From an optimization exercise on the open Yosys and OpenROAD flow, aimed at small area, a short achievable clock period and few clock cycles; shortcuts taken in it are not production practice. Only simulation tests tie the RTL to the original design; equivalence was not proved. Power and IR drop assume default switching activity.

==> design.v <==
module uart_transmitter #(
    parameter CLOCK_FREQ = 125_000_000,
    parameter BAUD_RATE = 115_200)
(
    input clk,
    input rst,
    input [7:0] data_in,
    input data_in_valid,
    output data_in_ready,
    output reg serial_out
);
    localparam SYMBOL_EDGE_TIME    = CLOCK_FREQ / BAUD_RATE;
    localparam CLOCK_COUNTER_WIDTH = $clog2(SYMBOL_EDGE_TIME);
    reg [8:0] sh;                  
    reg [3:0] bitc;
    reg [CLOCK_COUNTER_WIDTH-1:0] cc;
    wire edge_ = (cc == SYMBOL_EDGE_TIME - 1);
    assign data_in_ready = (bitc == 4'd0) && (cc == 0);
    always @(posedge clk) begin
        if (data_in_ready && data_in_valid) sh <= {data_in, 1'b0};
        else if (edge_) sh <= {1'b1, sh[8:1]};
        if (rst) bitc <= 4'd0;
        else if (edge_) bitc <= (bitc == 4'd9) ? 4'd0 : bitc + 4'd1;
        if (rst || (data_in_ready && !data_in_valid) || edge_) cc <= 0;
        else cc <= cc + 1'b1;
        if (rst) serial_out <= 1'b1;
        else serial_out <= data_in_ready ? 1'b1 : sh[0];
    end
endmodule
module uart_receiver #(
    parameter CLOCK_FREQ = 125_000_000,
    parameter BAUD_RATE  = 115_200
) (
    input clk,
    input rst,
    output reg [7:0] data_out,
    output reg data_out_valid,
    input data_out_ready,
    input serial_in
);
    localparam SYMBOL_EDGE_TIME    = CLOCK_FREQ / BAUD_RATE;
    localparam SAMPLE_TIME         = SYMBOL_EDGE_TIME / 2;
    localparam CLOCK_COUNTER_WIDTH = $clog2(SYMBOL_EDGE_TIME);
    reg busy;
    reg [3:0] bitc;
    reg [CLOCK_COUNTER_WIDTH-1:0] cc;
    wire edge_ = (cc == SYMBOL_EDGE_TIME - 1);
    wire samp  = (cc == SAMPLE_TIME - 1);
    wire last  = samp && (bitc == 4'd9);
    always @(posedge clk) begin
        if (rst || last) busy <= 1'b0;
        else busy <= ((bitc != 4'd0) || !serial_in);
        if (rst || last) cc <= 0;
        else if (busy) cc <= edge_ ? 0 : cc + 1'b1;
        if (rst) bitc <= 4'd0;
        else if (samp) bitc <= (bitc == 4'd9) ? 4'd0 : bitc + 4'd1;
        if (samp && (bitc != 4'd0) && (bitc != 4'd9)) data_out <= {serial_in, data_out[7:1]};
        if (rst || (data_out_valid && data_out_ready)) data_out_valid <= 1'b0;
        else if (last) data_out_valid <= 1'b1;
    end
endmodule
module Riscv151 #(
    parameter CPU_CLOCK_FREQ    = 100_000_000,
    parameter RESET_PC          = 32'h4000_0000,
    parameter BAUD_RATE         = 115200
) (
    input  clk,
    input  rst,
    input  FPGA_SERIAL_RX,
    output FPGA_SERIAL_TX,
    output [31:0] csr,
    output [13:0] imem_addra,
    input  [31:0] imem_douta,
    output [13:0] imem_addrb,
    output [31:0] imem_dinb,
    output [3:0]  imem_web,
    output [11:0] bios_addra,
    input  [31:0] bios_douta,
    output [11:0] bios_addrb,
    input  [31:0] bios_doutb,
    output [13:0] dmem_addra,
    output [31:0] dmem_dina,
    output [3:0]  dmem_wea,
    input  [31:0] dmem_douta
);
    reg  [31:2] pcF;               
    reg  [31:2] pcF2;              
    reg         vF2;               
    reg  [31:0] IR;
    reg  [31:2] pcD;
    reg         vD;
    reg  [14:0] offD;              
    reg         offFitD;           
    reg         okD;               
    reg         vX;
    reg  [31:0] opA, opB, aux;     
    reg  [4:0]  rdX;
    reg         wenX, ldX, stX, brX, jalrX, csrX, predX, biosX, subX, succX;
    reg  [7:0]  tagX;
    reg  [2:0]  f3X;
    reg         rAdd, rSll, rSlt, rSltu, rXor, rSr, rOr, rAnd, rAux, sraX;
    reg  [31:0] resM, wdM;
    reg  [3:0]  dweM, iweM;
    reg         stM, ldM, wenM;
    reg  [4:0]  rdM;
    reg  [2:0]  f3M;
    reg  [31:0] resW;
    reg         ldW, wenW;
    reg  [4:0]  rdW;
    reg  [2:0]  f3W;
    reg  [31:0] csr_r;
    reg  [31:0] rf [1:31];
    wire [31:0] wbW;               
    genvar gi;
    generate
        for (gi = 1; gi < 32; gi = gi + 1) begin : g_rf
            always @(posedge clk)
                if (wenW && rdW == gi) rf[gi] <= wbW;
        end
    endgenerate
    assign imem_addra = pcF[15:2];
    assign bios_addra = pcF[13:2];
    reg         bv [0:3];
    reg  [7:0]  btag [0:3];
    reg  [15:2] btgt [0:3];
    reg  [1:0]  bptr;
    wire [3:0]  bm;
    generate
        for (gi = 0; gi < 4; gi = gi + 1) begin : g_bm
            assign bm[gi] = bv[gi] && (btag[gi] == pcF[9:2]);
        end
    endgenerate
    wire        bhit = |bm;
    wire [15:2] bt   = bm[0] ? btgt[0] : bm[1] ? btgt[1] : bm[2] ? btgt[2] : btgt[3];
    wire [31:0] inst = pcF2[30] ? bios_douta : imem_douta;
    wire [31:2] offF2 = pcF - pcF2;           
    wire        fitF2 = (offF2[31:16] == {16{offF2[16]}});
    wire [4:0]  opc  = IR[6:2];
    wire [2:0]  f3   = IR[14:12];
    wire [4:0]  rdD  = IR[11:7];
    wire [4:0]  rs1  = IR[19:15];
    wire [4:0]  rs2  = IR[24:20];
    wire isLUI   = (opc == 5'b01101);
    wire isAUIPC = (opc == 5'b00101);
    wire isJAL   = (opc == 5'b11011);
    wire isJALR  = (opc == 5'b11001);
    wire isBR    = (opc == 5'b11000);
    wire isLD    = (opc == 5'b00000);
    wire isST    = (opc == 5'b01000);
    wire isOPI   = (opc == 5'b00100);
    wire isOP    = (opc == 5'b01100);
    wire isCSR   = (opc == 5'b11100) && (f3[1:0] == 2'b01) && (IR[31:20] == 12'h51e);
    wire wenD  = (isLUI | isAUIPC | isJAL | isJALR | isLD | isOPI | isOP) && (rdD != 5'd0);
    wire use1  = isJALR | isBR | isLD | isST | isOPI | isOP | (isCSR & ~f3[2]);
    wire use2  = isBR | isST | isOP;
    wire [31:0] immI = {{20{IR[31]}}, IR[31:20]};
    wire [31:0] immS = {{20{IR[31]}}, IR[31:25], IR[11:7]};
    wire [31:0] immU = {IR[31:12], 12'b0};
    wire [31:2] immBJ = IR[3] ? {{12{IR[31]}}, IR[19:12], IR[20], IR[30:22]}
                              : {{20{IR[31]}}, IR[7], IR[30:25], IR[11:9]};
    wire [31:2] tgtD = pcD + immBJ;
    wire [31:2] pcD1 = pcD + 30'd1;
    wire ldXw = vX & ldX & wenX;
    wire ldMw = ldM & wenM;
    wire hit1X = (rs1 == rdX), hit2X = (rs2 == rdX);
    wire hit1M = (rs1 == rdM), hit2M = (rs2 == rdM);
    wire hazard = (use1 & ((ldXw & hit1X) | (ldMw & hit1M))) |
                  (use2 & ((ldXw & hit2X) | (ldMw & hit2M)));
    wire [31:1] oh1, oh2;
    generate
        for (gi = 1; gi < 32; gi = gi + 1) begin : g_dec
            assign oh1[gi] = (rs1 == gi);
            assign oh2[gi] = (rs2 == gi);
        end
    endgenerate
    reg [31:0] rf1, rf2;
    integer k;
    always @(*) begin
        rf1 = 32'd0;
        rf2 = 32'd0;
        for (k = 1; k < 32; k = k + 1) begin
            rf1 = rf1 | ({32{oh1[k]}} & rf[k]);
            rf2 = rf2 | ({32{oh2[k]}} & rf[k]);
        end
    end
    wire fX1 = vX & wenX & ~ldX & hit1X;
    wire fX2 = vX & wenX & ~ldX & hit2X;
    wire fM1 = wenM & ~ldM & hit1M, fM2 = wenM & ~ldM & hit2M;
    wire fW1 = wenW & (rs1 == rdW),  fW2 = wenW & (rs2 == rdW);
    wire [31:0] rs1v = fM1 ? resM : fW1 ? wbW : rf1;
    wire [31:0] rs2v = fM2 ? resM : fW2 ? wbW : rf2;
    wire offIsT = offFitD && (offD == immBJ[16:2]) && (immBJ[31:17] == {15{offD[14]}});
    wire offIs1 = offFitD && (offD == 15'd1);
    wire predT  = isJAL | (isBR & (offIsT | IR[31]));
    wire dWrong = vD & ~okD & ~isJALR & (predT ? ~offIsT : ~offIs1);
    wire [31:2] dTarget = predT ? tgtD : pcD1;
    wire [31:0] A = opA;
    wire [31:0] B = opB;
    wire [32:0] sum = {1'b0, A} + {1'b0, B ^ {32{subX}}} + {32'd0, subX};
    wire ltu = ~sum[32];
    wire lt  = (A[31] ^ B[31]) ? A[31] : sum[31];
    wire eq  = (A == B);
    wire [31:0] shl = A << B[4:0];
    wire [31:0] shr = $signed({sraX & A[31], A}) >>> B[4:0];
    wire [31:0] resX = ({32{rAdd}}  & sum[31:0]) |
                       ({32{rSll}}  & shl) |
                       ({32{rSlt}}  & {31'd0, lt}) |
                       ({32{rSltu}} & {31'd0, ltu}) |
                       ({32{rXor}}  & (A ^ B)) |
                       ({32{rSr}}   & shr) |
                       ({32{rOr}}   & (A | B)) |
                       ({32{rAnd}}  & (A & B)) |
                       ({32{rAux}}  & aux);
    wire cond  = (f3X[2] ? (f3X[1] ? ltu : lt) : eq) ^ f3X[0];
    wire misp  = vX & brX & (cond ^ predX);
    wire [31:0] jt = sum[31:0];
    wire [31:0] jC  = {pcD, A[1:0] + B[1:0]};
    wire [31:0] jr  = A ^ B ^ jC;
    wire [31:0] jco = (A & B) | ((A | B) & jr);
    wire jOk   = succX & vD & (jco[30:0] == jr[31:1]);
    wire jmisp = vX & jalrX & ~jOk;
    wire xRedirect = misp | jmisp;
    wire [31:2] xTarget = jalrX ? jt[31:2] : aux[31:2];
    wire [1:0] ao = sum[1:0];
    wire [3:0] smask = (f3X[1:0] == 2'b00) ? (4'b0001 << ao) :
                       (f3X[1:0] == 2'b01) ? (ao[1] ? 4'b1100 : 4'b0011) : 4'b1111;
    wire [31:0] sdata = (f3X[1:0] == 2'b00) ? {4{aux[7:0]}} :
                        (f3X[1:0] == 2'b01) ? {2{aux[15:0]}} : aux;
    wire toImem = sum[29] & biosX;
    wire stall   = vD & hazard;                 
    wire dRedir  = dWrong;                      
    wire refetch = stall & vF2;                 
    wire advD    = ~stall;                      
    always @(posedge clk) begin
        if (rst) begin
            pcF <= RESET_PC[31:2];
            vF2 <= 1'b0;
            vD  <= 1'b0;
        end else begin
            if (xRedirect)      pcF <= xTarget;
            else if (dRedir)    pcF <= dTarget;
            else if (refetch)   pcF <= pcF2;
            else if (bhit)      pcF <= {pcF[31:16], bt};
            else                pcF <= pcF + 30'd1;
            vF2 <= ~(xRedirect | dRedir | refetch);
            if (xRedirect)  vD <= 1'b0;
            else if (advD)  vD <= vF2 & ~dRedir;
        end
        pcF2 <= pcF;
        if (advD) begin
            IR      <= inst;
            pcD     <= pcF2;
            offD    <= offF2[16:2];
            offFitD <= fitF2;
            okD     <= 1'b0;
        end else if (dRedir) begin
            okD     <= 1'b1;
        end
    end
    reg         xInsM, xDropM;
    reg  [7:0]  xTagM;
    reg  [15:2] xTgtM;
    always @(posedge clk) begin
        if (rst) begin
            xInsM <= 1'b0; xDropM <= 1'b0;
        end else begin
            xInsM  <= misp & ~predX | jmisp;
            xDropM <= misp & predX;
        end
        xTagM <= tagX;
        xTgtM <= jalrX ? jt[15:2] : aux[15:2];
    end
    wire        dIns  = dRedir & predT;
    wire        dDrop = dRedir & ~predT;
    wire        useX  = xInsM | xDropM;
    wire [7:0]  uTag  = useX ? xTagM : pcD[9:2];
    wire [15:2] uTgt  = useX ? xTgtM : tgtD[15:2];
    wire        uIns  = useX ? xInsM : dIns;
    wire        uDrop = useX ? xDropM : dDrop;
    wire [3:0]  um;
    generate
        for (gi = 0; gi < 4; gi = gi + 1) begin : g_um
            assign um[gi] = bv[gi] && (btag[gi] == uTag);
        end
    endgenerate
    wire [1:0]  uSlot = um[0] ? 2'd0 : um[1] ? 2'd1 : um[2] ? 2'd2 : um[3] ? 2'd3 : bptr;
    integer bi;
    always @(posedge clk) begin
        if (rst) begin
            for (bi = 0; bi < 4; bi = bi + 1) bv[bi] <= 1'b0;
            bptr <= 2'd0;
        end else if (uIns) begin
            bv[uSlot]   <= 1'b1;
            btag[uSlot] <= uTag;
            btgt[uSlot] <= uTgt;
            if (um == 4'd0) bptr <= bptr + 2'd1;
        end else if (uDrop) begin
            for (bi = 0; bi < 4; bi = bi + 1)
                if (um[bi]) bv[bi] <= 1'b0;
        end
    end
    always @(posedge clk) begin
        if (rst) vX <= 1'b0;
        else     vX <= vD & ~stall & ~xRedirect;
        opA  <= (fX1 & use1) ? resX :
                isAUIPC ? {pcD, 2'b00} :
                (isLUI | isCSR & f3[2]) ? {27'd0, rs1 & {5{isCSR}}} : rs1v;
        opB  <= (fX2 & (isOP | isBR)) ? resX :
                (isOP | isBR) ? rs2v : isST ? immS : (isLUI | isAUIPC) ? immU : immI;
        aux  <= (fX2 & isST) ? resX :
                isST ? rs2v : (isBR & ~predT) ? {tgtD, 2'b00} : {pcD1, 2'b00};
        rdX  <= rdD;
        wenX <= wenD;
        ldX  <= isLD;
        stX  <= isST;
        brX  <= isBR;
        jalrX <= isJALR;
        csrX <= isCSR;
        predX <= predT;
        succX <= vF2;              
        tagX <= pcD[9:2];
        biosX <= pcD[30];
        f3X  <= f3;
        subX <= isBR | ((isOP | isOPI) & (f3 == 3'b010 || f3 == 3'b011)) |
                (isOP & f3 == 3'b000 & IR[30]);
        sraX <= IR[30];
        rAdd  <= isLUI | isAUIPC | isLD | isST | ((isOP | isOPI) & f3 == 3'b000);
        rSll  <= (isOP | isOPI) & f3 == 3'b001;
        rSlt  <= (isOP | isOPI) & f3 == 3'b010;
        rSltu <= (isOP | isOPI) & f3 == 3'b011;
        rXor  <= (isOP | isOPI) & f3 == 3'b100;
        rSr   <= (isOP | isOPI) & f3 == 3'b101;
        rOr   <= (isOP | isOPI) & f3 == 3'b110;
        rAnd  <= (isOP | isOPI) & f3 == 3'b111;
        rAux  <= isJAL | isJALR;
    end
    always @(posedge clk) begin
        if (rst) begin
            stM <= 1'b0; ldM <= 1'b0; wenM <= 1'b0;
            dweM <= 4'd0; iweM <= 4'd0;
            csr_r <= 32'd0;
        end else begin
            stM  <= vX & stX;
            ldM  <= vX & ldX;
            wenM <= vX & wenX;
            dweM <= (vX & stX & ~toImem) ? smask : 4'd0;
            iweM <= (vX & stX &  toImem) ? smask : 4'd0;
            if (vX & csrX) csr_r <= A;
        end
        resM <= resX;
        wdM  <= sdata;
        rdM  <= rdX;
        f3M  <= f3X;
    end
    assign dmem_addra = resM[15:2];
    assign imem_addrb = resM[15:2];
    assign bios_addrb = resM[13:2];
    assign dmem_dina  = wdM;
    assign imem_dinb  = wdM;
    assign dmem_wea   = dweM;
    assign imem_web   = iweM;
    assign csr        = csr_r;
    always @(posedge clk) begin
        if (rst) begin
            ldW <= 1'b0; wenW <= 1'b0;
        end else begin
            ldW  <= ldM;
            wenW <= wenM;
        end
        resW <= resM;
        rdW  <= rdM;
        f3W  <= f3M;
    end
    wire ioM = stM & resM[31];
    wire tx_valid = ioM & (resM[7:0] == 8'h08);
    wire cnt_clr  = ioM & (resM[7:0] == 8'h18);
    wire rx_pop   = ldW & resW[31] & (resW[7:0] == 8'h04);
    wire tx_ready, rx_valid;
    wire [7:0] rx_data;
    reg  [31:0] cyc_cnt, ins_cnt;
    always @(posedge clk) begin
        if (rst | cnt_clr) begin
            cyc_cnt <= 32'd0;
            ins_cnt <= 32'd0;
        end else begin
            cyc_cnt <= cyc_cnt + 32'd1;
            ins_cnt <= ins_cnt + {31'd0, vX};
        end
    end
    uart_transmitter #(.CLOCK_FREQ(CPU_CLOCK_FREQ), .BAUD_RATE(BAUD_RATE)) uart_tx (
        .clk(clk), .rst(rst),
        .data_in(wdM[7:0]), .data_in_valid(tx_valid), .data_in_ready(tx_ready),
        .serial_out(FPGA_SERIAL_TX));
    uart_receiver #(.CLOCK_FREQ(CPU_CLOCK_FREQ), .BAUD_RATE(BAUD_RATE)) uart_rx (
        .clk(clk), .rst(rst),
        .data_out(rx_data), .data_out_valid(rx_valid), .data_out_ready(rx_pop),
        .serial_in(FPGA_SERIAL_RX));
    reg [31:0] io_rd;
    always @(*) begin
        case (resW[7:0])
            8'h00:   io_rd = {30'd0, rx_valid, tx_ready};
            8'h04:   io_rd = {24'd0, rx_data};
            8'h10:   io_rd = cyc_cnt;
            8'h14:   io_rd = ins_cnt;
            default: io_rd = 32'd0;
        endcase
    end
    wire [31:0] ldraw = resW[31] ? io_rd : resW[30] ? bios_doutb : dmem_douta;
    wire [31:0] ldsh  = ldraw >> {resW[1:0], 3'b000};
    wire [31:0] ldv   = (f3W[1:0] == 2'b00) ? {{24{~f3W[2] & ldsh[7]}},  ldsh[7:0]} :
                        (f3W[1:0] == 2'b01) ? {{16{~f3W[2] & ldsh[15]}}, ldsh[15:0]} : ldsh;
    assign wbW = ldW ? ldv : resW;
endmodule
==> flow/run.sh <==
#!/bin/bash
set -euo pipefail
cd "$(dirname "$0")/.."
bash standard.sh SETUP_SLACK_MARGIN=6.5 finish > flow_make.log 2>&1
==> standard.sh <==
#!/bin/bash
# synth_recipe.tcl (not shown) runs the flow's synth.tcl, then flattens the netlist and writes it again
# the make line also repeats each setting of config.mk as NAME=value (left out here)
make -C /OpenROAD-flow-scripts/flow DESIGN_CONFIG=/design/flow/config.mk WORK_HOME=/design/flow/orfs CLKGATE_MAP_FILE= SYNTH_SCRIPT=/design/flow/synth_recipe.tcl "${@:-finish}"
==> config.mk <==
export PLATFORM = sky130hd
export DESIGN_NAME = Riscv151
export DESIGN_NICKNAME = Riscv151
export VERILOG_FILES = /design/flow/design.v
export SDC_FILE = /design/flow/constraint.sdc
export NUM_CORES = 8
export LEC_CHECK = 0
export CAP_MARGIN = 20
export CORE_MARGIN = 2
export CORE_UTILIZATION = 55
export CTS_CLUSTER_DIAMETER = 80
export CTS_CLUSTER_SIZE = 24
export SLEW_MARGIN = 20
==> constraint.sdc <==
create_clock -name core_clock -period 10.0 [get_ports {clk}]
set_input_delay 2.0000 -clock core_clock [delete_from_list [all_inputs] [get_ports {clk}]]
set_output_delay 2.0000 -clock core_clock [all_outputs]
set_load 0.01 [all_outputs]
==> summary.txt, run 1 <==
Clock tree
  – CTS buffer count: 92
  – Worst-path clk slew: about 0.1 ns
  – Hold buffer count at CTS: 0
  – Htree depth: 3
  – Sink Count: approximately 1,700
  – CTS tree: built
  – Clock tree root buffer cell: clkbuf_16
  – Max Buffers Root-to-Sink: 3
  – Worst-Skew Late Latency: between 0.7 and 0.8 ns

Placed design
  – Routability cong.: ~1.1
  – Buffers on Ports: just under 300
  – Cell total after placement: around 9,600
  – Final HPWL DP: between 200 and 250 mm

Synthesis
  – Post-synth cell types: just under 90
  – Most used DFF post-synth: edfxtp_1
  – Register area share after synthesis: 0.5362
  – Yosys top cell area share: 0.4214
  – Post-synthesis compound-gate area fraction: 0.1853
  – Main combinational cell family by area after synthesis: compound AO/OA/AOI/OAI gates
  – Multiplexer area fraction after synthesis: 0.04623
  – Adder-cell share of the synthesized area: 0.03209
  – Syn Area/Cell: around 11 sq um
  – Synth Area in XOR/XNOR: 0.04027
  – Ys Warns: 4
  – Async SR Flop Fraction: 0
  – Most common cell in the synthesized netlist: edfxtp_1
  – Syn Std Cell Area: approximately 84,000 sq um
  – Post-synth top cells: edfxtp_1 (1,172), a22oi_1 (869), nand2_1 (710)
  – Synth Instances: ~7,600
  – #FFs+latches synth: about 1,700
  – Yosys top cell by area: edfxtp_1
  – Area contributors post-synth: edfxtp_1 (42%), dfxtp_1 (11%), a22oi_1 (7.8%)
  – Syn nets: around 7,900
  – Synth Area in Simple Gates: 0.1178
  – Number of synthesized flops with an enable pin: roughly 1,200

STA
  – Final min period: around 4.0 ns
  – Actual slew at the worst max-slew pin: ~1.4 ns
  – Hold_ws: about 0.33 ns
  – Setup violators final: 0
  – RSZ-0062 raised after global routing: true
  – Worst slew margin: 0.08224
  – Final Cycle Share: 0.3986
  – Fmax: about 0.25 GHz
  – Setup Skew: approximately 0.053 ns
  – Final Hold Fails: 0
  – Max-slew violations: 0
  – Fin Setup TNS: 0 ns

Floorplanning
  – Die height: a little under 400 um
  – Row cnt: 143
  – Initial Util: 0.5518
  – I/O Pins: approximately 300
  – Core Box Area: about 150,000 sq um
  – DIE AREA: around 150,000 sq um
  – Die W: ~390 um

Critical path
  – CP cell instances: clkinvlp_4 > fa_1 > xnor2_1 > nor4_1 > nand4_1 > o311a_1 > or3_4 > nor2_4 > buf_12 > buf_12 > buf_16 > buf_12 > o221a_4 > nor3_2
  – Most common cell on crit path: buf_12
  – Required time of the critical path: between 10 and 15 ns
  – Crit start category: flip-flop
  – Kind of critical path: flip-flop to flip-flop
  – Crit-path max cell delay: about 0.55 ns
  – Setup crit end kind: flip-flop
  – Worst Path Buf+Inv: 5
  – Max FO, Critical Path: 6
  – Crit-path slowest cell: edfxtp_1
  – CP delay by family, top: simple AND/OR/NAND/NOR gates
  – Data arrival, critical path: between 4 and 5 ns

GRT
  – Largest net degree at the start of global routing: just under 80
  – Met2 Use GR: 0.7148
  – Residual overflow from global routing: 0
  – Vias in the first global route: 71,563
  – Initial antenna violation count: 27
  – First-pass GRT wire length: around 570 mm
  – M1 GR Usage: 0.6048
  – GRT busiest layer: met2
  – Total GRT Usage: 0.5203
  – GRT met3 Usage: 0.2612

Layout
  – Final net count: around 8,500
  – Layout cells sized above 1: 0.2123
  – Post-Layout Cell Count: slightly above 10,000
  – Layout Area Growth over Synthesis: 22.36%
  – # fillers: approximately 12,000

Power
  – Leak: between 30 and 40 nW
  – Peak supply drop: between 0.2 and 0.25 mV
  – Power Density: approximately 160 nW/um^2

Route
  – DR vias: just under 80,000
  – Antenna Violating Nets Remaining: 0
  – Initial DRC Count: approximately 18,000
  – Drt pass-1 iters: 22
  – Detailed Route WL: about 420 mm
  – DR WL/cell: about 41 um
  – Via/cell ratio: 7.721
  – DR DRC count: 0

Outcome
  – Status: complete, no violations

Hold path
  – Worst Hold Class: flip-flop to flip-flop

Run
  – MaxCap Viol Count: 0
## through the flow
| step | setup slack, ns | instance area, sq um | util | total power [mW] |
|---|---|---|---|---|
| 2_1_floorplan | 5.839 | 84370 | - | 9.845 |
| 3_3_place_gp | 4.358 | 89430 | 0.5908 | 11.13 |
| 3_5_place_dp | 4.335 | 89430 | 0.5908 | 11.15 |
| 4_1_cts | 6.032 | 98540 | 0.6510 | 16.02 |
| 5_1_grt | 5.968 | 102200 | 0.6749 | 17.06 |
| 6_report | 6.014 | 102200 | 0.6752 | 16.82 |
## what timing repair did
action                     4_1_cts  5_1_grt
buffers inserted               286      146
pin swaps                      185      211
setup endpoints to repair     1418     1053
gates resized for setup        880      463
gates cloned                    53       20
## worst reg2reg max path: cells and delay by family (launching register included)
family	cells	cell delay [ns]
AO/OA/AOI/OAI	2	0.66
XOR/XNOR	1	0.18
adder cells (fa/ha/maj)	1	0.53
buffers and inverters	5	0.85
flip-flops	1	0.55
AND/OR/NAND/NOR	5	1.08
## registers in the layout, indices dropped and copies added, names as in the netlist, 32 cells and up
register  flops
resW         32
csr_r        32
opB          32
btgt         56
ins_cnt      32
btag         32
resM         32
aux          32
cyc_cnt      32
wdM          32
opA          32
rf          992
## layer usage
layer	vias up	part of all wire
met1	37470	0.32
met4	61	0.11
met3	2816	0.18
li1	30221	-
met5	-	0.0038
met2	8638	0.39
## where the power goes
group	leakage, nW	switching (mW)	internal [mW]
Sequential	14.9	0.312	7.63
Clock	1.46	2.52	1.90
Combinational	21.1	2.75	1.71
Total	37.4	5.58	11.2
## cell families (layout without fill, tap and decap cells)
family / Yosys count / in the layout
AO/OA/AOI/OAI: 2161 / 2189
AND/OR/NAND/NOR: 2112 / 2115
flip-flops: 1651 / 1651
buffers and inverters: 821 / 1382
XOR/XNOR: 384 / 384
multiplexers: 290 / 291
adder cells (fa/ha/maj): 195 / 195
other: 0 / 21
## cell type report
class | count | area [sq um] | share of cell area
Sequential cell | 1651 | 44940 | 0.4398
Multi-Input combinational cell | 5174 | 40180 | 0.3931
Timing Repair Buffer | 985 | 10410 | 0.1018
Tap cell | 2030 | 2540 | 0.02485
Clock buffer | 121 | 2452 | 0.02400
Inverter | 219 | 919.6 | 0.008999
Clock inverter | 44 | 541.8 | 0.005301
Timing Repair inverter | 13 | 166.4 | 0.001628
Antenna cell | 21 | 52.55 | 0.0005142
## worst paths after layout
path / startpoint / endpoint / slack [ns] / cells after the start
hold / removal: tagX[4] / xTagM[4] / 0.33 / 0
setup reg to reg: pcD[3] / pcF[26] / 6.01 / 14
setup / recovery: pcD[3] / pcF[26] / 6.01 / 14
hold reg to reg: tagX[4] / xTagM[4] / 0.33 / 0
## layout by cell type (no fill, tap or decap), types with 98 or more instances in the layout
cell           instances
xnor2_1              220
a21oi_1              216
nand2_1              691
mux2i_1              102
clkbuf_16            100
a22oi_1              865
dlygate4sd2_1        177
edfxtp_1            1172
buf_6                162
nand3_1              223
nand4_1              106
xor2_1               137
inv_1                199
nor2_1               413
nor3_1                98
dfxtp_1              420
buf_4                382
o21ai_0              195
ha_1                 138
Testbench counts, summed over its fixed seeds: cycles 224,474.
==> inputs of run 2 (changes only) <==
--- a/config.mk
+++ b/config.mk
@@ -7,7 +7,7 @@
 export LEC_CHECK = 0
 export CAP_MARGIN = 20
 export CORE_MARGIN = 2
-export CORE_UTILIZATION = 55
+export CORE_UTILIZATION = 40
 export CTS_CLUSTER_DIAMETER = 80
 export CTS_CLUSTER_SIZE = 24
 export SLEW_MARGIN = 20
==> run 2 against run 1 <==
  * Combinational power grew 4%
  * Largest cell class unchanged
  * Synthesized cell count unchanged
  * Highest routed layer unchanged
  * Sequential power shrank 0.5%
  * Via count down 0.53%
  * Non-clock buffer count grew 30
  * Critical endpoint is now pcF[5]
==> summary.txt, run 2 <==
GRT
  – Vias in the first global route: 72,031 (+0.65%)
  – Initial antenna violation count: 22 (-19%)
  – First-pass GRT wire length: 586.4 mm (+3.7%)
  – Total GRT Usage: 0.3972 (-0.1231)
  – Largest net degree at the start of global routing: 65 (-17%)
  – Residual overflow from global routing: 0 (unchanged)

Synthesis
  – Async SR Flop Fraction: 0 (unchanged)
  – Post-synth top cells: edfxtp_1 (1,172), a22oi_1 (869), nand2_1 (710)
  – Syn Area/Cell: 10.97 sq um (unchanged)
  – Post-synth cell types: 87 (unchanged)
  – Register area share after synthesis: 0.5362 (unchanged)
  – Syn Std Cell Area: 83,520 sq um (unchanged)
  – Ys Warns: 4 (unchanged)
  – Syn nets: 7,940 (unchanged)
  – Yosys top cell by area: edfxtp_1
  – Main combinational cell family by area after synthesis: compound AO/OA/AOI/OAI gates
  – Adder-cell share of the synthesized area: 0.03209 (unchanged)
  – Area contributors post-synth: edfxtp_1 (42%), dfxtp_1 (11%), a22oi_1 (7.8%)
  – #FFs+latches synth: 1,651 (unchanged)
  – Most used DFF post-synth: edfxtp_1
  – Yosys top cell area share: 0.4214 (unchanged)
  – Most common cell in the synthesized netlist: edfxtp_1
  – Synth Area in Simple Gates: 0.1178 (unchanged)
  – Multiplexer area fraction after synthesis: 0.04623 (unchanged)
  – Synth Instances: 7,614 (unchanged)
  – Post-synthesis compound-gate area fraction: 0.1853 (unchanged)
  – Number of synthesized flops with an enable pin: 1,172 (unchanged)
  – Synth Area in XOR/XNOR: 0.04027 (unchanged)

STA
  – RSZ-0062 raised after global routing: true
  – Final min period: 3.939 ns (-0.04701 ns)
  – Hold_ws: 0.2959 ns (-0.03684 ns)
  – Actual slew at the worst max-slew pin: 1.299 ns (-0.07287 ns)
  – PnR worst setup slack: 6.061 ns (+0.04701 ns)
  – Fmax: 0.2539 GHz (+1.2%)
  – Setup Skew: 0.08323 ns (+0.03009 ns)
  – Final Hold Fails: 0 (unchanged)
  – Worst slew margin: 0.1310 (+0.04876)
  – Final Cycle Share: 0.3939 (-0.004701)
  – Fin Setup TNS: 0 ns (unchanged)
  – Max-slew violations: 0 (unchanged)
  – Setup violators final: 0 (unchanged)

Critical path
  – Worst setup path end: pcF[5]
  – Crit start category: flip-flop
  – R2r setup slk: 6.06 ns (+0.05 ns)
  – Setup crit end kind: flip-flop
  – Critical Path Source: subX
  – Worst r2r dst: pcF[5]
  – Max FO, Critical Path: 8 (+2)
  – Crit-path slowest cell: dfxtp_4
  – Required time of the critical path: 10.73 ns (+0.11 ns)
  – CP cell instances: buf_12 > xor2_4 > ha_4 > a21oi_4 > o21ai_1 > a221o_1 > a22o_4 > o21a_1 > mux2_4 > or3_4 > nor2_4 > buf_6 > buf_12 > buf_16 > nor2_4 > a211oi_2
  – Kind of critical path: flip-flop to flip-flop
  – Crit-path max cell delay: 0.46 ns (-0.09 ns)
  – R2R depth: 16 (+2)
  – RR Startpoint: subX
  – Data arrival, critical path: 4.67 ns (+0.07 ns)

Floorplanning
  – Initial Util: 0.4029 (-0.1488)
  – Die height: 461.0 um (+17%)
  – Core Box Area: 207,300 sq um (+37%)
  – Row cnt: 167 (+17%)
  – I/O Pins: 302 (unchanged)
  – Die W: 461.0 um (+17%)
  – DIE AREA: 212,500 sq um (+37%)

Clock tree
  – Worst-path clk slew: 0.10 ns (about the same)
  – Htree depth: 3 (unchanged)
  – CTS tree: built
  – Worst-Skew Late Latency: 0.86 ns (+0.07 ns)
  – CTS buffer count: 97 (+5.4%)
  – Clock tree root buffer cell: clkbuf_16
  – Sink Count: 1,651 (unchanged)
  – Max Buffers Root-to-Sink: 3 (unchanged)

Layout
  – Most common cell after layout, fill and taps aside: edfxtp_1
  – Reg with most FFs: rf
  – Layout cells sized above 1: 0.2282 (+0.01597)
  – Largest registers: rf: 992 flops, btgt: 56 flops
  – # fillers: 18,199 (+58%)
  – Layout Area Growth over Synthesis: 24.35%
  – Final instance area: 103,900 sq um (+1.6%)
  – Post-layout util: 0.5011 (-0.1741)
  – Post-Layout Cell Count: 11,053 (+7.8%)
  – Most frequent cells in the layout: edfxtp_1 (1,172), a22oi_1 (864), nand2_1 (690), buf_4 (463), dfxtp_1 (423)
  – Max reg flops: 992 (unchanged)
  – Final net count: 8,489 (+0.32%)

Route
  – Detailed Route WL: 441.0 mm (+4.1%)
  – DR DRC count: 0 (unchanged)
  – Initial DRC Count: 16,517 (-5.9%)
  – Via/cell ratio: 7.128 (-7.7%)
  – DR WL/cell: 39.90 um (-3.3%)
  – DR vias: 78,783 (-0.53%)
  – Drt pass-1 iters: 11 (-50%)
  – Antenna Violating Nets Remaining: 0 (unchanged)

Power
  – Part of the power in registers: 0.461 (-0.011)
  – Peak supply drop: 0.1523 mV (-26%)
  – Internal power: 11.36 mW (+1.1%)
  – Total power: 17.15 mW (+1.9%)
  – Part of the power in combinational logic: 0.269 (+0.004)
  – Sw Ratio: 0.3373 (+0.005460)
  – Clock share of power: 0.270 (+0.007)
  – Sw Pwr: 5.784 mW (+3.6%)
  – Power Density: 165.1 nW/um^2 (+0.31%)
  – Leak: 37.51 nW (+0.26%)

Placed design
  – Cell total after placement: 10,340 (+8.1%)
  – Setup WS pre-CTS: 4.391 ns (+0.05665 ns)
  – Post-DP Area: 90,540 sq um (+1.2%)
  – Routability cong.: 1.009 (-5.7%)
  – Final HPWL DP: 250.2 mm (+4.5%)
  – Buffers on Ports: 297 (unchanged)

Hold path
  – Worst Hold Class: flip-flop to flip-flop

Run
  – MaxCap Viol Count: 0 (unchanged)

Outcome
  – Status: complete, no violations
==> run 2: cell count changes in the layout (fill, tap and decap cells not counted), moves of 10 or more <==
cell / change
buf_6: -34
diode_2: +11
dlygate4sd2_1: -86
clkdlybuf4s15_1: +36
ha_1: -13
clkdlybuf4s15_2: +20
buf_4: +81
ha_4: +10
mux2i_2: +10
dlymetal6s2s_1: +10
a21oi_1: -11
clkbuf_1: -19
buf_2: +12
xor2_1: -10
==> run 2: final cells by class <==
| class | instances | area (sq um) | area share |
|---|---|---|---|
| flip-flops and latches | 1651 | 44940 | 0.4326 |
| multi-input cells | 5172 | 40640 | 0.3913 |
| repair buffers | 1015 | 10450 | 0.1006 |
| well taps | 2788 | 3488 | 0.03359 |
| clock buffers | 108 | 2542 | 0.02448 |
| inverters | 219 | 907.1 | 0.008734 |
| clock inverters | 61 | 745.7 | 0.007180 |
| diodes | 32 | 80.08 | 0.0007710 |
| repair inverters | 7 | 66.31 | 0.0006385 |
==> run 2: worst min-delay path by stage <==
stage,depth (start not counted),end,start
finish,0,f3W[0],f3M[0]
global route,0,f3W[0],f3M[0]
CTS,0,f3W[0],f3M[0]
detailed placement,0,xTagM[0],tagX[0]
global placement,0,xTagM[6],tagX[6]
floorplan,0,f3W[0],f3M[0]
==> run 2: routing by layer <==
layer  global-route usage  up-vias  routed length (um)
li1                     -    30276                   -
met1               0.4666    37828              145300
met2               0.5501     8043              173500
met3               0.1911     2598               74530
met4               0.3094       38               46170
met5              0.02939        -                1437
==> run 2: worst max-delay path, delay by kind of cell (launching register included) <==
| kind | cells | cell delay [ns] |
|---|---|---|
| buffers and inverters | 4 | 0.59 |
| AO/OA/AOI/OAI | 6 | 1.38 |
| AND/OR/NAND/NOR | 3 | 0.66 |
| XOR/XNOR | 1 | 0.17 |
| adder cells (fa/ha/maj) | 1 | 0.24 |
| flip-flops | 1 | 0.46 |
| multiplexers | 1 | 0.32 |
==> run 2: timing repair <==
item	in CTS	in global routing
cloned	48	13
buffers inserted	303	147
pin swaps	220	200
hold buffers	0	0
setup endpoints to repair	1500	1015
gates resized for setup	1017	476
==> run 2: logic make-up (layout without fill, tap and decap cells) <==
logic type      Yosys count  count (layout)
other cells               0              32
buf+inv                 821            1410
simple gates           2112            2117
mux                     290             291
xor+xnor                384             384
fa+ha+maj               195             195
compound gates         2161            2185
flops                  1651            1651
==> run 2: power groups by stage <==
| stage | Combinational [mW] | Clock [mW] | Sequential [mW] |
|---|---|---|---|
| after floorplan | 1.91 | 0 | 7.94 |
| after global placement | 3.15 | 0 | 8.06 |
| after detailed placement | 3.18 | 0 | 8.07 |
| after CTS | 3.92 | 4.61 | 7.88 |
| after global routing | 4.68 | 4.83 | 7.90 |
| final | 4.62 | 4.63 | 7.90 |
==> inputs of run 3 (changes only) <==
--- a/design.v
+++ b/design.v
@@ -84,6 +84,7 @@
     input  [31:0] dmem_douta
 );
     reg  [31:2] pcF;               
+    reg  [3:0]  iweM;              
     reg  [31:2] pcF2;              
     reg         vF2;               
     reg  [31:0] IR;
@@ -100,7 +101,7 @@
     reg  [2:0]  f3X;
     reg         rAdd, rSll, rSlt, rSltu, rXor, rSr, rOr, rAnd, rAux, sraX;
     reg  [31:0] resM, wdM;
-    reg  [3:0]  dweM, iweM;
+    reg  [3:0]  dweM;
     reg         stM, ldM, wenM;
     reg  [4:0]  rdM;
     reg  [2:0]  f3M;
@@ -130,7 +131,7 @@
             assign bm[gi] = bv[gi] && (btag[gi] == pcF[9:2]);
         end
     endgenerate
-    wire        bhit = |bm;
+    wire        bhit = |bm & ~(~pcF[30] & |iweM);
     wire [15:2] bt   = bm[0] ? btgt[0] : bm[1] ? btgt[1] : bm[2] ? btgt[2] : btgt[3];
     wire [31:0] inst = pcF2[30] ? bios_douta : imem_douta;
     wire [31:2] offF2 = pcF - pcF2;           
@@ -200,8 +201,16 @@
     wire ltu = ~sum[32];
     wire lt  = (A[31] ^ B[31]) ? A[31] : sum[31];
     wire eq  = (A == B);
-    wire [31:0] shl = A << B[4:0];
-    wire [31:0] shr = $signed({sraX & A[31], A}) >>> B[4:0];
+    wire [31:0] Arev, shOut, shl;
+    generate
+        for (gi = 0; gi < 32; gi = gi + 1) begin : g_rev
+            assign Arev[gi] = A[31 - gi];
+            assign shl[gi]  = shOut[31 - gi];
+        end
+    endgenerate
+    wire [31:0] shIn  = rSll ? Arev : A;
+    assign shOut = $signed({sraX & ~rSll & A[31], shIn}) >>> B[4:0];
+    wire [31:0] shr   = shOut;
     wire [31:0] resX = ({32{rAdd}}  & sum[31:0]) |
                        ({32{rSll}}  & shl) |
                        ({32{rSlt}}  & {31'd0, lt}) |
==> flow/run.sh (replaced) <==
#!/bin/bash
set -euo pipefail
cd "$(dirname "$0")/.."
bash standard.sh SETUP_SLACK_MARGIN=6.5 "BUFFER_PORTS_ARGS=-buffer_cell sky130_fd_sc_hd__buf_2" finish > flow_make.log 2>&1
==> run 3 against run 2 <==
  * Area after synthesis fell by 1.4%
  * Core utilization decreased by 0.99 points
  * Largest cell class unchanged
  * Sequential power about the same
  * Fmax decreased by 0.24%
  * Sequential share of layout area is 1.5 points higher
  * Global-route usage shrank 0.18 points
  * Combinational power decreased by 15%
==> summary.txt, run 3 <==
STA
  – RSZ-0062 raised after global routing: true
  – Final Hold Fails: 0 (unchanged)
  – Final min period: 3.948 ns (+0.009550 ns)
  – Setup Skew: 0.1148 ns (+0.03153 ns)
  – Actual slew at the worst max-slew pin: 1.210 ns (-0.08889 ns)
  – Hold_ws: 0.3088 ns (+0.01284 ns)
  – Max-slew violations: 0 (unchanged)
  – Setup violators final: 0 (unchanged)
  – Worst slew margin: 0.1915 (+0.06054)
  – Fin Setup TNS: 0 ns (unchanged)
  – Fmax: 0.2533 GHz (-0.24%)
  – PnR worst setup slack: 6.052 ns (-0.009550 ns)
  – Final Cycle Share: 0.3948 (+0.0009550)

Critical path
  – Kind of critical path: input port to flip-flop
  – Max FO, Critical Path: 3 (-5)
  – Required time of the critical path: 10.64 ns (-0.09 ns)
  – Most common cell on crit path: o211ai_1
  – Crit-path max cell delay: 0.61 ns (+0.15 ns)
  – Setup crit end kind: flip-flop
  – Crit start category: input port
  – Critical Path Source: dmem_douta[15]
  – RR Startpoint: IR[3]
  – Crit-path slowest cell: o211ai_1
  – CP cell instances: buf_6 > mux2i_4 > nor2_2 > a311oi_2 > o32a_1 > o32a_4 > o211ai_1 > o21ai_4 > buf_12 > inv_6 > o211ai_1 > a22oi_1
  – Data arrival, critical path: 4.59 ns (-0.08 ns)

Synthesis
  – Synth Area in Simple Gates: 0.1167 (-0.001063)
  – Yosys top cell by area: edfxtp_1
  – Syn Std Cell Area: 82,330 sq um (-1.4%)
  – #FFs+latches synth: 1,651 (unchanged)
  – Yosys top cell area share: 0.4275 (+0.006090)
  – Synth Instances: 7,473 (-1.9%)
  – Most used DFF post-synth: edfxtp_1
  – Multiplexer area fraction after synthesis: 0.04017 (-0.006064)
  – Post-synth cell types: 92 (+5.7%)
  – Register area share after synthesis: 0.5439 (+0.007749)
  – Synth Area in XOR/XNOR: 0.04053 (+0.0002628)
  – Number of synthesized flops with an enable pin: 1,172 (unchanged)
  – Syn nets: 7,798 (-1.8%)
  – Post-synth top cells: edfxtp_1 (1,172), a22oi_1 (872), nand2_1 (775)
  – Adder-cell share of the synthesized area: 0.03240 (+0.0003118)
  – Post-synthesis compound-gate area fraction: 0.1850 (-0.0003011)
  – Area contributors post-synth: edfxtp_1 (43%), dfxtp_1 (12%), a22oi_1 (8.0%)
  – Async SR Flop Fraction: 0 (unchanged)
  – Ys Warns: 4 (unchanged)
  – Syn Area/Cell: 11.02 sq um (+0.44%)
  – Main combinational cell family by area after synthesis: compound AO/OA/AOI/OAI gates
  – Most common cell in the synthesized netlist: edfxtp_1

Clock tree
  – CTS tree: built
  – Sink Count: 1,651 (unchanged)
  – Max Buffers Root-to-Sink: 3 (unchanged)
  – Worst-path clk slew: 0.09 ns (about the same)
  – Worst-Skew Late Latency: 0.90 ns (+0.04 ns)
  – Clock tree root buffer cell: clkbuf_16
  – CTS buffer count: 104 (+7.2%)
  – Htree depth: 3 (unchanged)

Layout
  – Final instance area: 100,500 sq um (-3.3%)
  – # fillers: 18,152 (-0.26%)
  – Final net count: 8,327 (-1.9%)
  – Max reg flops: 992 (unchanged)
  – Register Area: 44,940 sq um (about the same)
  – Reg with most FFs: rf
  – Layout Area Growth over Synthesis: 22.05%
  – Layout cells sized above 1: 0.2503 (+0.02208)
  – Most common cell after layout, fill and taps aside: edfxtp_1
  – Post-Layout Cell Count: 10,798 (-2.3%)
  – Largest registers: rf: 992 flops, btgt: 56 flops
  – Most frequent cells in the layout: edfxtp_1 (1,172), a22oi_1 (867), nand2_1 (750), buf_4 (438), dfxtp_1 (416)
  – Post-layout util: 0.4912 (-0.009906)
  – Multi-input logic area: 39,380 sq um (-3.1%)

GRT
  – First-pass GRT wire length: 576.0 mm (-1.8%)
  – Largest net degree at the start of global routing: 73 (+12%)
  – Initial antenna violation count: 26 (+18%)
  – Total GRT Usage: 0.3955 (-0.001765)
  – Vias in the first global route: 69,979 (-2.8%)
  – Residual overflow from global routing: 0 (unchanged)

Route
  – Initial DRC Count: 16,701 (+1.1%)
  – DR vias: 77,018 (-2.2%)
  – Antenna Violating Nets Remaining: 0 (unchanged)
  – Via/cell ratio: 7.133 (about the same)
  – DR WL/cell: 40.50 um (+1.5%)
  – DR DRC count: 0 (unchanged)
  – Drt pass-1 iters: 14 (+3)
  – Detailed Route WL: 437.3 mm (-0.83%)

Floorplanning
  – Initial Util: 0.4024 (-0.0005079)
  – Die height: 457.7 um (-0.71%)
  – I/O Pins: 302 (unchanged)
  – Core Box Area: 204,600 sq um (-1.3%)
  – Die W: 457.7 um (-0.71%)
  – Row cnt: 166 (-0.60%)
  – DIE AREA: 209,500 sq um (-1.4%)

Placed design
  – Setup WS pre-CTS: 3.863 ns (-0.5287 ns)
  – Buffers on Ports: 297 (unchanged)
  – Cell total after placement: 10,134 (-2.0%)
  – Routability cong.: 1.022 (+1.3%)
  – Final HPWL DP: 262.4 mm (+4.9%)
  – Post-DP Area: 87,470 sq um (-3.4%)

Power
  – Leak: 36.71 nW (-2.1%)
  – Total power: 16.82 mW (-1.9%)
  – Peak supply drop: 0.1586 mV (+4.1%)
  – Power Density: 167.4 nW/um^2 (+1.4%)

Hold path
  – Worst Hold Class: flip-flop to flip-flop
  – HP Start: rdM[0]

Outcome
  – Status: complete, no violations

Run
  – MaxCap Viol Count: 0 (unchanged)
## run 3: cell count changes in the layout (fill, tap and decap cells not counted), moves of 20 or more
cell	previous run	this run
a211oi_1	28	54
buf_12	91	58
buf_2	15	282
buf_4	463	438
buf_6	128	108
clkdlybuf4s15_1	41	0
clkdlybuf4s15_2	20	0
clkdlybuf4s50_1	86	0
dlygate4sd2_1	91	0
mux4_2	67	43
nand2_1	690	750
nor2_1	411	351
o21ai_1	55	33
xor2_1	127	149
## run 3: layout make-up
type / instances / area share
antenna: 28 / 0.0006973
tap: 2688 / 0.03347
sequential: 1651 / 0.4472
timing repair inverter: 2 / 0.0001494
multi-input combinational: 5078 / 0.3919
clock inverter: 65 / 0.008965
clock buffer: 121 / 0.02758
inverter: 225 / 0.008691
timing repair buffer: 940 / 0.08135
## run 3: cell families (layout without fill, tap and decap cells)
family,after synthesis,after routing
xor+xnor,381,381
simple gates,2066,2094
fa+ha+maj,194,194
compound gates,2129,2144
buf+inv,787,1353
mux,265,265
flops,1651,1651
other cells,0,28
## run 3: power breakdown
group          internal, mW  switching, mW
Clock                  2.21           2.78
Sequential             7.61          0.295
Combinational          1.40           2.53
## run 3: worst paths after layout
kind	slack, ns	cells after the start	to
min	0.31	0	rdW[0]
max reg2reg	6.12	16	aux[20]
min reg2reg	0.31	0	rdW[0]
max	6.05	12	opA[23]
## run 3: critical path, delay by kind of cell
family                 cells  cell delay (ns)
AO/OA/AOI/OAI              7             1.90
buffers and inverters      3             0.30
multiplexers               1             0.29
AND/OR/NAND/NOR            1             0.08
## run 3: per-layer routing
metal	up-vias	global-route usage	wire (um)
met5	-	0.0004592	190
met4	18	0.2893	42130
met3	2375	0.1833	72330
met2	7770	0.5556	174900
met1	37196	0.4725	147800
li1	29659	-	-
## run 3: timing repair
| action | CTS | global route |
|---|---|---|
| gates cloned | 44 | 23 |
| pin swaps | 178 | 154 |
| buffers inserted | 258 | 125 |
| endpoints found under the setup margin | 1297 | 637 |
| gates resized for setup | 731 | 398 |
| hold buffers | 0 | 0 |
Testbench counts of run 3, summed over its fixed seeds: cycles 224,474.
==> inputs of run 4 (changes only) <==
--- a/config.mk
+++ b/config.mk
@@ -5,9 +5,10 @@
 export SDC_FILE = /design/flow/constraint.sdc
 export NUM_CORES = 8
 export LEC_CHECK = 0
-export CAP_MARGIN = 20
+export CAP_MARGIN = 30
 export CORE_MARGIN = 2
 export CORE_UTILIZATION = 40
 export CTS_CLUSTER_DIAMETER = 80
 export CTS_CLUSTER_SIZE = 24
-export SLEW_MARGIN = 20
+export PLACE_DENSITY = 0.8
+export SLEW_MARGIN = 30
==> run 4 against run 3 <==
  * Combinational power hardly changed
  * Critical path depth is the same
  * Via count rose by 2.1%
  * Non-clock buffer count fell by 30
  * Global-route usage is 2.1 points lower
  * Sequential share of layout area is 0.64 points higher
  * Largest power group unchanged
  * Routed wire length down 5.2%
  * Area after synthesis did not move
  * Total power shrank 2.8%
  * Hold slack gained 0.0066 ns
==> summary.txt, run 4 <==
Power
  – Part of the power in registers: 0.484 (+0.014)
  – Sw Pwr: 5.406 mW (-3.5%)
  – Peak supply drop: 0.1676 mV (+5.7%)
  – Leak: 36.05 nW (-1.8%)
  – Clock share of power: 0.274 (-0.023)
  – Power Density: 165.1 nW/um^2 (-1.4%)
  – Part of the power in combinational logic: 0.242 (+0.008)
  – Internal power: 10.94 mW (-2.5%)
  – Total power: 16.35 mW (-2.8%)
  – Sw Ratio: 0.3306 (-0.002366)

Route
  – Detailed Route WL: 414.5 mm (-5.2%)
  – Antenna Violating Nets Remaining: 0 (unchanged)
  – Top Layer Used: met5
  – Via/cell ratio: 7.334 (+2.8%)
  – DR vias: 78,603 (+2.1%)
  – Met3 routed WL: 74.80 mm (+3.4%)
  – Wl on met1: 127.8 mm (-14%)
  – DR WL/cell: 38.68 um (-4.5%)
  – Met2 WL: 158.0 mm (-9.7%)
  – DR DRC count: 0 (unchanged)
  – Initial DRC Count: 19,520 (+17%)
  – Drt pass-1 iters: 17 (+3)

Critical path
  – Crit-path max cell delay: 0.69 ns (+0.08 ns)
  – Crit start category: input port
  – RR Startpoint: IR[20]
  – Worst r2r dst: aux[26]
  – Most common cell on crit path: buf_6
  – CP cell instances: buf_6 > mux2i_4 > nor2_2 > a311oi_1 > o32a_1 > o32a_4 > buf_12 > nand2b_4 > buf_6 > nand2_4 > o211ai_1 > a22oi_1
  – Crit-path slowest cell: o211ai_1
  – R2r setup slk: 6.00 ns (-0.12 ns)
  – Kind of critical path: input port to flip-flop
  – Setup crit end kind: flip-flop
  – Max FO, Critical Path: 5 (+2)
  – R2R depth: 13 (-3)
  – Data arrival, critical path: 4.70 ns (+0.11 ns)
  – Required time of the critical path: 10.69 ns (+0.05 ns)

GRT
  – Residual overflow from global routing: 0 (unchanged)
  – Vias in the first global route: 71,404 (+2.0%)
  – Initial antenna violation count: 31 (+19%)
  – Total GRT Usage: 0.3742 (-0.02124)
  – First-pass GRT wire length: 553.3 mm (-3.9%)
  – Largest net degree at the start of global routing: 65 (-11%)

STA
  – Fin Setup TNS: 0 ns (unchanged)
  – Fmax: 0.2493 GHz (-1.6%)
  – Worst slew margin: 0.1896 (-0.001973)
  – Final min period: 4.012 ns (+0.06377 ns)
  – Hold_ws: 0.3154 ns (+0.006631 ns)
  – Final Hold Fails: 0 (unchanged)
  – Final Cycle Share: 0.4012 (+0.006377)
  – Setup violators final: 0 (unchanged)
  – RSZ-0062 raised after global routing: true
  – Setup Skew: 0.1120 ns (-0.002726 ns)
  – Actual slew at the worst max-slew pin: 1.216 ns (+0.005831 ns)
  – Max-slew violations: 0 (unchanged)

Placed design
  – Final HPWL DP: 240.7 mm (-8.3%)
  – Routability cong.: 1.053 (+3.1%)
  – Buffers on Ports: 297 (unchanged)
  – Post-DP Area: 87,450 sq um (about the same)

Layout
  – Reg with most FFs: rf
  – Final net count: 8,270 (-0.68%)
  – Most common cell after layout, fill and taps aside: edfxtp_1
  – Largest registers: rf: 992 flops, btgt: 56 flops
  – Post-layout util: 0.4841 (-0.007033)
  – Layout Area Growth over Synthesis: 20.30%
  – Final instance area: 99,050 sq um (-1.4%)
  – Max reg flops: 992 (unchanged)
  – Most frequent cells in the layout: edfxtp_1 (1,172), a22oi_1 (864), nand2_1 (751), buf_4 (424), dfxtp_1 (418)
  – Layout cells sized above 1: 0.2412 (-0.009150)

Clock tree
  – CTS tree: built
  – Htree depth: 3 (unchanged)
  – Sink Count: 1,651 (unchanged)
  – Worst-Skew Late Latency: 0.84 ns (-0.06 ns)
  – Clock tree root buffer cell: clkbuf_16
  – Hold buffer count at CTS: 0 (unchanged)
  – Worst-path clk slew: 0.11 ns (+0.02 ns)
  – Max Buffers Root-to-Sink: 3 (unchanged)
  – CTS buffer count: 93 (-11%)

Synthesis
  – Number of synthesized flops with an enable pin: 1,172 (unchanged)
  – Ys Warns: 4 (unchanged)
  – Async SR Flop Fraction: 0 (unchanged)
  – Post-synth cell types: 92 (unchanged)
  – Synth Instances: 7,473 (unchanged)
  – Area contributors post-synth: edfxtp_1 (43%), dfxtp_1 (12%), a22oi_1 (8.0%)
  – Register area share after synthesis: 0.5439 (unchanged)
  – Post-synth top cells: edfxtp_1 (1,172), a22oi_1 (872), nand2_1 (775)
  – Yosys top cell area share: 0.4275 (unchanged)
  – #FFs+latches synth: 1,651 (unchanged)
  – Syn Std Cell Area: 82,330 sq um (unchanged)
  – Yosys top cell by area: edfxtp_1
  – Most used DFF post-synth: edfxtp_1
  – Syn Area/Cell: 11.02 sq um (unchanged)
  – Most common cell in the synthesized netlist: edfxtp_1
  – Syn nets: 7,798 (unchanged)

Hold path
  – Worst Hold Class: flip-flop to flip-flop
  – Worst hold endpoint: f3W[0]
  – Hold Crit Depth: 0 (unchanged)
  – HP Start: f3M[0]

Floorplanning
  – I/O Pins: 302 (unchanged)
  – DIE AREA: 209,500 sq um (unchanged)
  – Core Box Area: 204,600 sq um (unchanged)
  – Row cnt: 166 (unchanged)
  – Initial Util: 0.4024 (unchanged)
  – Die W: 457.7 um (unchanged)
  – Die height: 457.7 um (unchanged)

Outcome
  – Status: complete, no violations

Run
  – MaxCap Viol Count: 0 (unchanged)
## run 4: cell count changes in the layout (fill, tap and decap cells not counted), moves of 9 or more
cell and change:
buf_6 -10, a211oi_2 -10, clkbuf_16 -18, and2_4 -9
buf_4 -14, nand2b_4 -11
## run 4: stage by stage
step / cells / worst slack [ns]
after floorplan: 7473 / 5.740
after global placement: 10121 / 4.057
after detailed placement: 10125 / 3.925
after CTS: 10565 / 6.188
after global routing: 10701 / 5.969
final: 10718 / 5.988
## run 4: final cells by class
cell class / count / area (sq um)
fill: 17298 / 105500
sequential: 1651 / 44930
antenna: 27 / 67.56
clock inverter: 37 / 579.3
multi-input combinational: 5060 / 38920
timing repair inverter: 4 / 25.02
tap: 2688 / 3363
inverter: 225 / 888.4
clock buffer: 116 / 2476
timing repair buffer: 910 / 7792
## run 4: repair_timing
item | 4_1_cts | 5_1_grt
gates resized for setup | 670 | 387
gates cloned | 35 | 8
pin swaps | 170 | 151
endpoints found under the setup margin | 1195 | 684
setup buffers | 252 | 117
## run 4: critical path: cells and delay by family
family	cells	cell delay [ns]
compound gates	5	1.75
simple gates	3	0.35
buf+inv	3	0.39
mux	1	0.18
## run 4: metal layers
layer | GRT usage | up-vias
li1 | - | 29482
met1 | 0.4143 | 36884
met2 | 0.5050 | 8862
met3 | 0.2135 | 3305
met4 | 0.3237 | 70
met5 | 0.05695 | -
## run 4: power by group through the flow
stage          Combinational, mW  Clock, mW  Sequential, mW
3_5_place_dp                2.76          0            8.06
3_3_place_gp                2.72          0            8.06
4_1_cts                     3.33       4.40            7.88
6_report                    3.95       4.48            7.91
5_1_grt                     3.97       4.66            7.91
2_1_floorplan               1.70          0            7.90
## run 4: worst max-delay path by stage
stage / startpoint / to / slack [ns]
6_report: dmem_douta[15] / opA[30] / 5.99
3_3_place_gp: bios_doutb[31] / opA[19] / 4.06
5_1_grt: IR[3] / pcF[2] / 5.97
3_5_place_dp: bios_doutb[31] / opA[19] / 3.92
4_1_cts: IR[3] / pcF[20] / 6.19
2_1_floorplan: bios_doutb[15] / aux[8] / 5.74
## run 4: logic make-up after synthesis
logic type      after synthesis  share of synthesized area
simple gates               2066                     0.1167
flops                      1651                     0.5439
fa+ha+maj                   194                    0.03240
buf+inv                     787                    0.04127
compound gates             2129                     0.1850
mux                         265                    0.04017
xor+xnor                    381                    0.04053
==> inputs of run 5 (changes only) <==
--- a/config.mk
+++ b/config.mk
@@ -10,5 +10,5 @@
 export CORE_UTILIZATION = 40
 export CTS_CLUSTER_DIAMETER = 80
 export CTS_CLUSTER_SIZE = 24
-export PLACE_DENSITY = 0.8
+export PLACE_DENSITY = 0.9
 export SLEW_MARGIN = 30
==> run 5 against run 4 <==
  * Sequential power barely moved
  * Cell area down 1.2%
  * Count of clock-buffer cells in the layout grew 1
  * First-iteration DRC count is 7.3% lower
  * Register-to-register slack improved by 0.09 ns
  * Critical endpoint is now aux[30]
==> summary.txt, run 5 <==
Synthesis
  – Synth Instances: 7,473 (unchanged)
  – Main combinational cell family by area after synthesis: compound AO/OA/AOI/OAI gates
  – Syn nets: 7,798 (unchanged)
  – Number of synthesized flops with an enable pin: 1,172 (unchanged)
  – Yosys top cell by area: edfxtp_1
  – Post-synthesis compound-gate area fraction: 0.1850 (unchanged)
  – Ys Warns: 4 (unchanged)
  – Most used DFF post-synth: edfxtp_1
  – Syn Std Cell Area: 82,330 sq um (unchanged)
  – #FFs+latches synth: 1,651 (unchanged)
  – Post-synth top cells: edfxtp_1 (1,172), a22oi_1 (872), nand2_1 (775)
  – Yosys top cell area share: 0.4275 (unchanged)
  – Area contributors post-synth: edfxtp_1 (43%), dfxtp_1 (12%), a22oi_1 (8.0%)
  – Async SR Flop Fraction: 0 (unchanged)
  – Multiplexer area fraction after synthesis: 0.04017 (unchanged)
  – Adder-cell share of the synthesized area: 0.03240 (unchanged)
  – Syn Area/Cell: 11.02 sq um (unchanged)
  – Most common cell in the synthesized netlist: edfxtp_1
  – Register area share after synthesis: 0.5439 (unchanged)
  – Synth Area in XOR/XNOR: 0.04053 (unchanged)
  – Synth Area in Simple Gates: 0.1167 (unchanged)
  – Post-synth cell types: 92 (unchanged)

Placed design
  – Buffers on Ports: 297 (unchanged)
  – Routability cong.: 1.046 (-0.72%)
  – Final HPWL DP: 252.2 mm (+4.8%)

Critical path
  – Crit start category: flip-flop
  – CP delay by family, top: compound AO/OA/AOI/OAI gates
  – Crit-path max cell delay: 0.47 ns (-0.22 ns)
  – CP cell instances: buf_16 > xor2_2 > ha_1 > a211oi_2 > o21bai_2 > a2111oi_4 > a21oi_4 > buf_4 > buf_12 > o41ai_4 > o22ai_2 > mux2i_2 > o21a_2 > inv_2 > mux2i_1 > o21bai_1
  – Crit-path slowest cell: dfxtp_4
  – Max FO, Critical Path: 7 (+2)
  – Setup crit end kind: flip-flop
  – R2r setup slk: 6.09 ns (+0.09 ns)
  – Kind of critical path: flip-flop to flip-flop
  – Required time of the critical path: 10.69 ns (about the same)
  – Data arrival, critical path: 4.61 ns (-0.09 ns)
  – Worst Path Buf+Inv: 4 (+1)

Layout
  – Post-layout util: 0.4781 (-0.006043)
  – Max reg flops: 992 (unchanged)
  – Most frequent cells in the layout: edfxtp_1 (1,172), a22oi_1 (867), nand2_1 (755), buf_4 (424), dfxtp_1 (415)
  – Multi-input logic area: 38,330 sq um (-1.5%)
  – Layout cells sized above 1: 0.2292 (-0.01196)
  – Register Area: 44,950 sq um (about the same)
  – Largest registers: rf: 992 flops, btgt: 56 flops
  – Final net count: 8,218 (-0.63%)
  – # fillers: 17,773 (+2.7%)
  – Layout Area Growth over Synthesis: 18.80%
  – Reg with most FFs: rf
  – Most common cell after layout, fill and taps aside: edfxtp_1

Power
  – Power Density: 167.4 nW/um^2 (+1.4%)
  – Peak supply drop: 0.1665 mV (-0.64%)
  – Leak: 35.67 nW (-1.1%)

STA
  – Final Hold Fails: 0 (unchanged)
  – Worst slew margin: 0.2375 (+0.04796)
  – Final min period: 3.914 ns (-0.09832 ns)
  – Max-slew violations: 0 (unchanged)
  – Final Cycle Share: 0.3914 (-0.009832)
  – Fmax: 0.2555 GHz (+2.5%)
  – Setup Skew: 0.1506 ns (+0.03858 ns)
  – Setup violators final: 0 (unchanged)
  – Actual slew at the worst max-slew pin: 1.139 ns (-0.07625 ns)
  – Fin Setup TNS: 0 ns (unchanged)
  – RSZ-0062 raised after global routing: true

Route
  – DR vias: 77,013 (-2.0%)
  – Antenna Violating Nets Remaining: 0 (unchanged)
  – DR WL/cell: 39.22 um (+1.4%)
  – Initial DRC Count: 18,098 (-7.3%)
  – DR DRC count: 0 (unchanged)
  – Detailed Route WL: 418.6 mm (+0.97%)
  – Via/cell ratio: 7.217 (-1.6%)
  – Drt pass-1 iters: 13 (-4)

Hold path
  – Worst Hold Class: flip-flop to flip-flop

Clock tree
  – Clock tree root buffer cell: clkbuf_16
  – CTS tree: built
  – CTS buffer count: 100 (+7.5%)
  – Worst-path clk slew: 0.10 ns (about the same)
  – Max Buffers Root-to-Sink: 3 (unchanged)
  – Sink Count: 1,651 (unchanged)
  – Worst-Skew Late Latency: 0.87 ns (+0.03 ns)
  – Htree depth: 3 (unchanged)

GRT
  – Initial antenna violation count: 26 (-16%)
  – Total GRT Usage: 0.3772 (+0.003010)
  – Largest net degree at the start of global routing: 81 (+25%)
  – Residual overflow from global routing: 0 (unchanged)
  – Vias in the first global route: 70,682 (-1.0%)
  – First-pass GRT wire length: 556.0 mm (+0.49%)

Run
  – MaxCap Viol Count: 0 (unchanged)

Floorplanning
  – Die W: 457.7 um (unchanged)
  – Row cnt: 166 (unchanged)
  – DIE AREA: 209,500 sq um (unchanged)
  – Core Box Area: 204,600 sq um (unchanged)
  – Die height: 457.7 um (unchanged)
  – Initial Util: 0.4024 (unchanged)
  – I/O Pins: 302 (unchanged)

Outcome
  – Status: complete, no violations
## run 5: worst paths after layout
kind / startpoint / end / cells after the start
hold reg to reg: f3M[0] / f3W[0] / 0
hold / removal: f3M[0] / f3W[0] / 0
setup / recovery: subX / aux[30] / 16
setup reg to reg: subX / aux[30] / 16
## run 5: area by class of cell
class | instances | share of cell area
Clock buffer | 117 | 0.02645
Multi-Input combinational cell | 5059 | 0.3919
Inverter | 225 | 0.009031
Sequential cell | 1651 | 0.4595
Tap cell | 2688 | 0.03438
Clock inverter | 50 | 0.008110
Timing Repair Buffer | 854 | 0.06987
Antenna cell | 25 | 0.0006396
Timing Repair inverter | 2 | 0.0001279
## run 5: where the power goes
part | total (mW) | switching (mW) | internal [mW]
clock network | 4.71 | 2.70 | 2.01
logic | 3.76 | 2.47 | 1.29
registers | 7.90 | 0.294 | 7.61
total | 16.4 | 5.46 | 10.9
## run 5: cell families (layout without fill, tap and decap cells)
family          Yosys count  count (layout)
fa+ha+maj               194             194
xor+xnor                381             381
compound gates         2129            2142
other cells               0              25
flops                  1651            1651
mux                     265             265
buf+inv                 787            1248
simple gates           2066            2077
## run 5: per-layer routing
| metal | wire (um) | GRT usage |
|---|---|---|
| met1 | 132800 | 0.4319 |
| met2 | 165800 | 0.5330 |
| met3 | 73110 | 0.1801 |
| met4 | 45000 | 0.2963 |
| met5 | 1850 | 0.05534 |
## run 5: timing repair
item | CTS | global route
pin swaps | 128 | 132
hold buffers | 0 | 0
setup buffers | 194 | 121
cloned | 21 | 15
endpoints found under the setup margin | 1306 | 483
resized for setup | 564 | 309
## run 5: per-stage QoR
step                      std cells  setup WS (ns)  instance area [sq um]  hold WS, ns  power (mW)
after floorplan                7473          5.740                  82810       0.3096       9.599
after global placement        10123          4.155                  87370       0.3112       10.84
after detailed placement      10124          4.045                  87400       0.3138       10.87
after CTS                     10506          6.220                  95000       0.3244       15.79
after global routing          10654          6.015                  97770       0.3267       16.61
final                         10671          6.086                  97810       0.3213       16.38

-- static timing again, ports no longer ideal --
How much do the figures lean on ideal ports? The routed layouts below were timed once more, with nothing changed but the port constraints.
Step 1 assumes that a clkbuf_16 drives the clock port and a buf_2 every other input.
Step 2 times the ports against the registers' clock, not the clock port: input delays grow and output delays shrink by t, the midpoint of the rising clock arrivals with the driver on.
Slacks: ideal / step 1 / step 2; pairs: ideal / step 1.
run | t (ns) | setup slack, ns | hold WS [ns] | worst register clock-pin slew, ns
run 1 | 0.852 | 6.014 / 6.014 / 5.239 | 0.333 / 0.333 / 0.333 | 0.11 / 0.11
run 2 | 0.902 | 6.061 / 6.061 / 5.448 | 0.296 / 0.296 / 0.296 | 0.10 / 0.10
run 3 | 0.931 | 6.052 / 6.093 / 5.162 | 0.309 / 0.309 / 0.309 | 0.11 / 0.11
run 4 | 0.889 | 5.988 / 6.002 / 5.151 | 0.315 / 0.315 / 0.315 | 0.11 / 0.11
run 5 | 0.894 | 6.086 / 6.086 / 5.234 | 0.321 / 0.321 / 0.321 | 0.11 / 0.11
After both steps every run listed still meets setup and hold. The setup slack of run 3, which loses most, moves by +0.041 ns with the drivers and by -0.890 ns with both steps.
